What follows belongs to an exercise in optimizing a design on an open flow for small area; a production flow would make more cautious choices. The RTL was checked by simulation tests, not by an equivalence proof against the original design. No activity file was given, so power comes from the tool's default toggle rates.

==> flow/design.v <==
`timescale 1ns / 1ps
module Car_Alarm_System_S (
input Brake_depressed_switch , Hidden_switch , Ignition_switch , Driver_door , Passenger_door ,Clock, System_reset,
output Fuel_pump_power , Siren , Status_indicator
);
  wire rst, ig, brk, hid, dd, pd;
  Debouncer D1 (Clock, System_reset, rst);
  Debouncer D2 (Clock, Ignition_switch, ig);
  Debouncer D3 (Clock, Brake_depressed_switch, brk);
  Debouncer D4 (Clock, Hidden_switch, hid);
  Debouncer D5 (Clock, Driver_door, dd);
  Debouncer D6 (Clock, Passenger_door, pd);
  reg fp_q;
  assign Fuel_pump_power = ~rst & ig & ((brk & hid) | fp_q);
  always @(posedge Clock) fp_q <= Fuel_pump_power;
  localparam Armed = 3'b000, Triggered = 3'b010, Sound_Alarm = 3'b011, Disarmed = 3'b001, Ignition_off = 3'b101, Door_open = 3'b110, Door_close = 3'b100, Alarm_on = 3'b111;
  reg [2:0] state, next_state;
  reg [1:0] cls;
  reg start, drv;
  reg expired;
  wire tick;
  wire door = dd | pd;
  always @(*) begin
    case (state)
      Armed:        next_state = ig ? Disarmed : door ? Triggered : Armed;
      Triggered:    next_state = ig ? Disarmed : expired ? Sound_Alarm : Triggered;
      Sound_Alarm:  next_state = (~door | ig) ? Alarm_on : Sound_Alarm;
      Alarm_on:     next_state = ~expired ? Alarm_on : ~door ? Armed : ig ? Disarmed : Alarm_on;
      Disarmed:     next_state = ig ? Disarmed : Ignition_off;
      Ignition_off: next_state = dd ? Door_open : Ignition_off;
      Door_open:    next_state = ~door ? Door_close : Door_open;
      default:      next_state = expired ? Armed : door ? Door_open : Door_close;
    endcase
  end
  always @(posedge Clock) begin
    state <= rst ? Armed : next_state;
    case (state)
      Armed:                 cls <= 2'b01;
      Triggered:             cls <= 2'b10;
      Sound_Alarm, Alarm_on: cls <= 2'b11;
      default:               cls <= 2'b00;
    endcase
    start <= (state == Armed & ~ig & door) | (state == Sound_Alarm & (~door | ig)) |
             (state == Door_open & ~door);
    drv <= dd;
  end
  assign Siren = cls[1] & cls[0];
  reg [3:0] counter;
  wire [3:0] value = (cls == 2'b01) ? (drv ? 4'd2 : 4'd15) : cls[1] ? 4'd10 : 4'd6;
  always @(posedge Clock) begin
    if (rst)
      counter <= 4'd0;
    else if (start)
      counter <= value;
    else if (tick && counter != 4'd0)
      counter <= counter - 1'b1;
    expired <= ~rst & ~start & tick & (counter == 4'd1);
  end
  TickDivider TD (Clock, rst | start, tick);
  reg led;
  assign Status_indicator = led;
  always @(posedge Clock)
    if (rst)
      led <= 1'b0;
    else if (tick)
      led <= cls[1] | (cls[0] & ~led);
endmodule
module Debouncer (input clock, I, output reg O);
  reg [10:0] r;
  reg IReg;
  wire diff = IReg ^ I;
  wire at_end = (r[10:1] == 10'b0101010101);
  always @(posedge clock) begin
    IReg <= I;
    if (diff)
      r <= 11'b01010100111;
    else
      r <= {~r[9:0], r[10] ^ r[8]};
    if (!diff && at_end)
      O <= IReg;
  end
endmodule
module TickDivider (input clk, rst, output tick);
  reg [13:0] q;
  wire z = (q[12:0] == 13'b1010101010101);
  assign tick = z & ~q[13];
  always @(posedge clk)
    if (rst)
      q <= 14'b01010101010100;
    else
      q <= {~q[12:0], q[13] ^ q[4] ^ q[2] ^ q[0] ^ z};
endmodule
export LEC_CHECK = 0
export CAP_MARGIN = 20
export CORE_MARGIN = 2
export CORE_UTILIZATION = 70
export SLEW_MARGIN = 20
create_clock -name core_clock -period 10.0 [get_ports {Clock}]
standard.sh (not shown) runs the stock make flow with config.mk's settings and CLKGATE_MAP_FILE= SYNTH_SCRIPT=/design/flow/synth_recipe.tcl, a recipe that flattens the netlist after the stock synthesis.
==> flow/flow/run.sh <==
#!/bin/bash
# Standard ORFS layout (the standard synthesis) with a leaner clock tree:
# no dummy loads and small sink buffers; minimum-size port buffers.
set -euo pipefail
export CTS_ARGS="-sink_clustering_enable -repair_clock_nets -dont_use_dummy_load -buf_list sky130_fd_sc_hd__clkbuf_4 -root_buf sky130_fd_sc_hd__clkbuf_8"
export BUFFER_PORTS_ARGS="-buffer_cell sky130_fd_sc_hd__buf_1"
bash standard.sh finish > standard_make.log 2>&1
The first run finished with timing, DRC and antenna clean.
Rerun with:
==> flow/flow/run.sh (replaced) <==
#!/bin/bash
set -euo pipefail
export CTS_ARGS="-sink_clustering_enable -repair_clock_nets -dont_use_dummy_load -buf_list sky130_fd_sc_hd__clkbuf_16 -root_buf sky130_fd_sc_hd__clkbuf_16 -sink_clustering_size 50 -sink_clustering_max_diameter 500"
export BUFFER_PORTS_ARGS="-buffer_cell sky130_fd_sc_hd__buf_1"
bash standard.sh finish > standard_make.log 2>&1
Effect: The changed run finished with timing, DRC and antenna clean; worst setup slack is better by 22 ps; count of clock-buffer cells in the layout does not change; total power rises by 13%; final area went up by 2.9%; die area is unchanged; wire length increases by 7.2%; fmax grows by 0.65%; utilization rises by 2.2 points; final cell count is unchanged; sequential cell count does not change.

[what the ideal ports hide]
In the flow no input, the clock included, has a driving cell. The finished layouts below were timed again as built, in two steps. Step 1: set_driving_cell puts a clkbuf_16 on Clock and a buf_2 on each other input, an assumption about the parent block. Step 2 adds t to the input delays and takes it off the output delays; t is the mean of the earliest and latest rising clock arrival at the registers after step 1. Input paths then give back, and output paths get back, about the clock's delay inside the block. Three values: ideal, step 1, step 2; two values: the first two.
run	t, ns	setup WS [ns]	clock arrival spread, ns
the first run	0.366	6.602 / 6.574 / 6.871	0.020 / 0.020
the second run	0.357	6.624 / 6.592 / 6.864	0.015 / 0.014
After both steps setup and hold are still met in every run listed.
